Background: an optimization exercise with open tools, aiming at small area. Do not read the settings as production practice.
Function was checked by simulation only, so behaviour that the tests miss may differ from the original.
The flow treats the clock pin as an ideal source, which a real chip does not have.

==> flow/design.v (excerpt) <==
module elevator(
  input  clk,
  input  rst_n,
  input  Fin_1up, Fin_2up, Fin_3up,
  input  Fin_2dn, Fin_3dn, Fin_4dn,
  input  Fin_1, Fin_2, Fin_3, Fin_4,
  input  full,
  input  err,
  output [15:0] row,
  output [3:0]  col,
  output [1:0]  c_floor,
  output [1:0]  drc,
  output        door,
  output [9:0]  req_n
);
clock: 10.0 ns
lec_check: 0
cap_margin: 20
core_margin: 2
core_utilization: 85
place_density: 0.92
slew_margin: 20
standard.sh (not shown) runs the stock make flow with config.mk's settings and CLKGATE_MAP_FILE= SYNTH_SCRIPT=/design/flow/synth_recipe.tcl, a recipe that flattens the netlist after the stock synthesis.
==> flow/flow/run.sh <==
#!/bin/bash
# Own layout flow: the standard layout (standard.sh) with these changes to
# how the layout is made:
#  - the standard synthesis runs unchanged (standard.sh synth); then only its
#    combinational logic is re-mapped for area (flow/remap.sh, ABC with
#    flow/remap.abc). The registers keep their instances, names and cell
#    types. flow/eqcheck.sh proves the re-mapped netlist equal to the standard
#    one; if that proof fails, the standard netlist is kept.
#  - the port buffers are buf_1 cells (buffer_ports -buffer_cell),
#  - after floorplanning every combinational cell is set to its smallest drive
#    strength (flow/downsize.tcl); repair_design sizes up what needs it,
#  - the clock tree is a root inverter and 8 leaf inverters, each driving an equal
#    share of the registers (flow/clocktree.tcl, run before CTS); TritonCTS is
#    then pointed at the clock port net only, which it leaves alone.
# Logs: synth.log and standard.log (make), remap.log and eqcheck.log (yosys);
# each ORFS step's tool log stays under orfs/logs.
set -euo pipefail
here=$(pwd)
export BUFFER_PORTS_ARGS="-buffer_cell sky130_fd_sc_hd__buf_1"
export POST_FLOORPLAN_TCL="$here/flow/downsize.tcl"
export PRE_CTS_TCL="$here/flow/clocktree.tcl"
export CLK_TREE_LEAVES=8
export CLK_TREE_LEAF_BUF=sky130_fd_sc_hd__inv_8
export CLK_TREE_ROOT_BUF=sky130_fd_sc_hd__inv_4
export CTS_ARGS="-clk_nets clk -dont_use_dummy_load -buf_list sky130_fd_sc_hd__clkbuf_8"

bash standard.sh synth > "$here/synth.log" 2>&1
res="$here/orfs/results/$FLOW_PLATFORM/elevator/base"
cp "$res/1_2_yosys.v" "$here/standard_1_2_yosys.v"
if bash flow/remap.sh "$here/standard_1_2_yosys.v" "$here/remapped_1_2_yosys.v" "$here/remap.log" \
   && bash flow/eqcheck.sh "$here/standard_1_2_yosys.v" "$here/remapped_1_2_yosys.v" "$here/eqcheck.log"; then
  sleep 1
  cp "$here/remapped_1_2_yosys.v" "$res/1_2_yosys.v"
  touch "$res/1_2_yosys.v"
  echo "remapped netlist in use" >> "$here/synth.log"
else
  echo "remap or its proof failed: standard netlist kept" >> "$here/synth.log"
fi
bash standard.sh > "$here/standard.log" 2>&1
==> flow/flow/clocktree.tcl <==
# A small two-level clock tree, built instead of TritonCTS's H-tree: the clock
# port drives one root buffer, which drives CLK_TREE_LEAVES leaf buffers, each
# driving an equal share of the registers (recursive median cuts of the
# register positions). Buffers sit at the centre of what they drive. The
# root and leaf cells may be buffers or inverters (two inversions).
set block [ord::get_db_block]
set db [ord::get_db]
set nleaf 8
if { [info exists ::env(CLK_TREE_LEAVES)] } { set nleaf $::env(CLK_TREE_LEAVES) }
set leafname sky130_fd_sc_hd__clkbuf_8
if { [info exists ::env(CLK_TREE_LEAF_BUF)] } { set leafname $::env(CLK_TREE_LEAF_BUF) }
set rootname sky130_fd_sc_hd__clkbuf_16
if { [info exists ::env(CLK_TREE_ROOT_BUF)] } { set rootname $::env(CLK_TREE_ROOT_BUF) }

set clknet [[$block findBTerm clk] getNet]
set pts {}
foreach it [$clknet getITerms] {
  set bb [[$it getInst] getBBox]
  lappend pts [list [expr {([$bb xMin]+[$bb xMax])/2}] [expr {([$bb yMin]+[$bb yMax])/2}] $it]
}
set npins [llength $pts]

# split a point list into k groups of near-equal size by median cuts
proc ct_split { pts k } {
  if { $k <= 1 } { return [list $pts] }
  set xs [lsort -integer -index 0 $pts]
  set ys [lsort -integer -index 1 $pts]
  set dx [expr {[lindex $xs end 0] - [lindex $xs 0 0]}]
  set dy [expr {[lindex $ys end 1] - [lindex $ys 0 1]}]
  set s [expr {$dx >= $dy ? $xs : $ys}]
  set k1 [expr {$k / 2}]
  set n1 [expr {int(round(double([llength $s]) * $k1 / $k))}]
  return [concat [ct_split [lrange $s 0 [expr {$n1 - 1}]] $k1] \
                 [ct_split [lrange $s $n1 end] [expr {$k - $k1}]]]
}
proc ct_centre { pts } {
  set sx 0; set sy 0
  foreach p $pts { incr sx [lindex $p 0]; incr sy [lindex $p 1] }
  set n [llength $pts]
  return [list [expr {$sx / $n}] [expr {$sy / $n}]]
}
proc ct_buffer { block master name c innet outname } {
  set inst [odb::dbInst_create $block $master $name]
  $inst setLocation [expr {[lindex $c 0] - [$master getWidth]/2}] [expr {[lindex $c 1] - [$master getHeight]/2}]
  $inst setPlacementStatus PLACED
  set net [odb::dbNet_create $block $outname]
  $net setSigType CLOCK
  foreach mt [$master getMTerms] {
    if { [$mt getSigType] ne "SIGNAL" } { continue }
    if { [$mt getIoType] eq "OUTPUT" } { [$inst findITerm [$mt getName]] connect $net
    } else { [$inst findITerm [$mt getName]] connect $innet }
  }
  return $net
}

set groups [ct_split $pts $nleaf]
set rootnet [ct_buffer $block [$db findMaster $rootname] clkroot_buf [ct_centre $pts] $clknet clkroot_net]
set k 0
foreach g $groups {
  set net [ct_buffer $block [$db findMaster $leafname] clkleaf_buf_$k [ct_centre $g] $rootnet clkleaf_net_$k]
  foreach p $g {
    set it [lindex $p 2]
    $it disconnect
    $it connect $net
  }
  incr k
}
puts "clocktree: root $rootname, $nleaf $leafname leaves, $npins clock pins"
==> flow/flow/remap.sh <==
#!/bin/bash
# Re-map the combinational logic of the standard synthesis netlist for area.
# The registers stay as they are: their cell types are black boxes here, so
# every register keeps its instance, name and cell type; only the logic
# between them is rebuilt (ABC, flow/remap.abc) from the library cells'
# functions.  usage: remap.sh IN.v OUT.v LOG
set -euo pipefail
in=$1; out=$2; log=$3
here=$(cd "$(dirname "$0")" && pwd)
lib=$FLOW_HOME/platforms/$FLOW_PLATFORM/lib/sky130_fd_sc_hd__tt_025C_1v80.lib
yosys_bin=$FLOW_HOME/../tools/install/yosys/bin/yosys
[[ -x $yosys_bin ]] || yosys_bin=yosys
dont=""
for c in probe_p_8 probec_p_8 'lpflow_*'; do dont="$dont -dont_use sky130_fd_sc_hd__$c"; done
seq=$(grep -o 'sky130_fd_sc_hd__[a-z0-9_]*' "$in" | sort -u | grep -E '__(df|edf|sdf|dl)' | tr '\n' ' ')
cat > "$out.ys" <<EOT
read_liberty -ignore_miss_func $lib
blackbox $seq
read_verilog $in
hierarchy -top $FLOW_TOP
flatten
opt_clean -purge
tee -o $out.stat_before stat -liberty $lib
abc -script $here/remap.abc -liberty $lib $dont
opt_clean -purge
read_liberty -lib -overwrite -ignore_miss_func $lib
hilomap -singleton -hicell sky130_fd_sc_hd__conb_1 HI -locell sky130_fd_sc_hd__conb_1 LO
splitnets
rename -hide w:_*_.*
opt_clean -purge
tee -o $out.stat_after stat -liberty $lib
check -assert
write_verilog -noattr -nohex -nodec $out
EOT
"$yosys_bin" -l "$log" -q -s "$out.ys"
Other scripts of this flow, unchanged in this note and not shown: flow/flow/downsize.tcl, flow/flow/eqcheck.sh, flow/flow/remap.abc
The first run ended with an error in global placement (3_3_place_gp).
==> next run, changes <==
--- a/flow/flow/run.sh
+++ b/flow/flow/run.sh
@@ -11,3 +11,3 @@
 #    strength (flow/downsize.tcl); repair_design sizes up what needs it,
-#  - the clock tree is a root inverter and 8 leaf inverters, each driving an equal
+#  - the clock tree is a root buffer and 8 leaf buffers, each driving an equal
 #    share of the registers (flow/clocktree.tcl, run before CTS); TritonCTS is
@@ -22,4 +22,4 @@
 export CLK_TREE_LEAVES=8
-export CLK_TREE_LEAF_BUF=sky130_fd_sc_hd__inv_8
-export CLK_TREE_ROOT_BUF=sky130_fd_sc_hd__inv_4
+export CLK_TREE_LEAF_BUF=sky130_fd_sc_hd__clkbuf_8
+export CLK_TREE_ROOT_BUF=sky130_fd_sc_hd__clkbuf_8
 export CTS_ARGS="-clk_nets clk -dont_use_dummy_load -buf_list sky130_fd_sc_hd__clkbuf_8"
--- a/flow/flow/remap.sh
+++ b/flow/flow/remap.sh
@@ -4,4 +4,5 @@
 # every register keeps its instance, name and cell type; only the logic
-# between them is rebuilt (ABC, flow/remap.abc) from the library cells'
-# functions.  usage: remap.sh IN.v OUT.v LOG
+# between them is rebuilt by ABC (flow/remap.abc) from the library cells'
+# functions. ABC's &deepsyn is run with four seeds in parallel and the
+# smallest result is kept.  usage: remap.sh IN.v OUT.v LOG
 set -euo pipefail
@@ -15,3 +16,5 @@
 seq=$(grep -o 'sky130_fd_sc_hd__[a-z0-9_]*' "$in" | sort -u | grep -E '__(df|edf|sdf|dl)' | tr '\n' ' ')
-cat > "$out.ys" <<EOT
+for s in 1 2 3 4; do
+  sed "s/^&deepsyn .*/\&deepsyn -T 120 -S $s/" "$here/remap.abc" > "$out.$s.abc"
+  cat > "$out.$s.ys" <<EOT
 read_liberty -ignore_miss_func $lib
@@ -22,4 +25,4 @@
 opt_clean -purge
-tee -o $out.stat_before stat -liberty $lib
-abc -script $here/remap.abc -liberty $lib $dont
+tee -o $out.$s.stat_before stat -liberty $lib
+abc -script $out.$s.abc -liberty $lib $dont
 opt_clean -purge
@@ -30,6 +33,18 @@
 opt_clean -purge
-tee -o $out.stat_after stat -liberty $lib
+tee -o $out.$s.stat_after stat -liberty $lib
 check -assert
-write_verilog -noattr -nohex -nodec $out
+write_verilog -noattr -nohex -nodec $out.$s
 EOT
-"$yosys_bin" -l "$log" -q -s "$out.ys"
+  "$yosys_bin" -l "$log.$s" -q -s "$out.$s.ys" > /dev/null 2>&1 &
+done
+wait
+best=""; barea=""
+for s in 1 2 3 4; do
+  [[ -s $out.$s ]] || continue
+  a=$(awk '/Chip area/ {print $NF}' "$out.$s.stat_after")
+  echo "seed $s: area $a" >> "$log"
+  if [[ -z $best ]] || awk -v a="$a" -v b="$barea" 'BEGIN {exit !(a < b)}'; then best=$s; barea=$a; fi
+done
+[[ -n $best ]] || { echo "no re-mapped netlist" >> "$log"; exit 1; }
+echo "kept seed $best (area $barea)" >> "$log"
+cp "$out.$best" "$out"
Settings changed: CORE_UTILIZATION 85 to 65, PLACE_DENSITY 0.92 to 0.8.
What happened: This time the run ran to the end with no violations. Synthesized area came out lower by 0.51%. Synthesized cell count went down by 0.49%.

re-timing with driven ports:
In the flow no input, the clock included, has a driving cell. The finished layout below was timed again as built, in two steps.
Step 1: set_driving_cell puts a clkbuf_16 on clk and a buf_2 on each other input, an assumption about the parent block.
Step 2 adds t to the input delays and takes it off the output delays; t is the mean of the earliest and latest rising clock arrival at the registers after step 1. Input paths then give back, and output paths get back, about the clock's delay inside the block.
Slacks: ideal ports / drivers / drivers and shift; pairs: ideal ports / drivers.
run: the second run
t, ns: 0.410
setup WS [ns]: 5.266 / 5.234 / 5.581
worst setup path after step 2: input to register
After both steps setup and hold are still met in the second run. The setup slack of the second run moves by -0.032 ns with the drivers and by +0.315 ns with both steps.
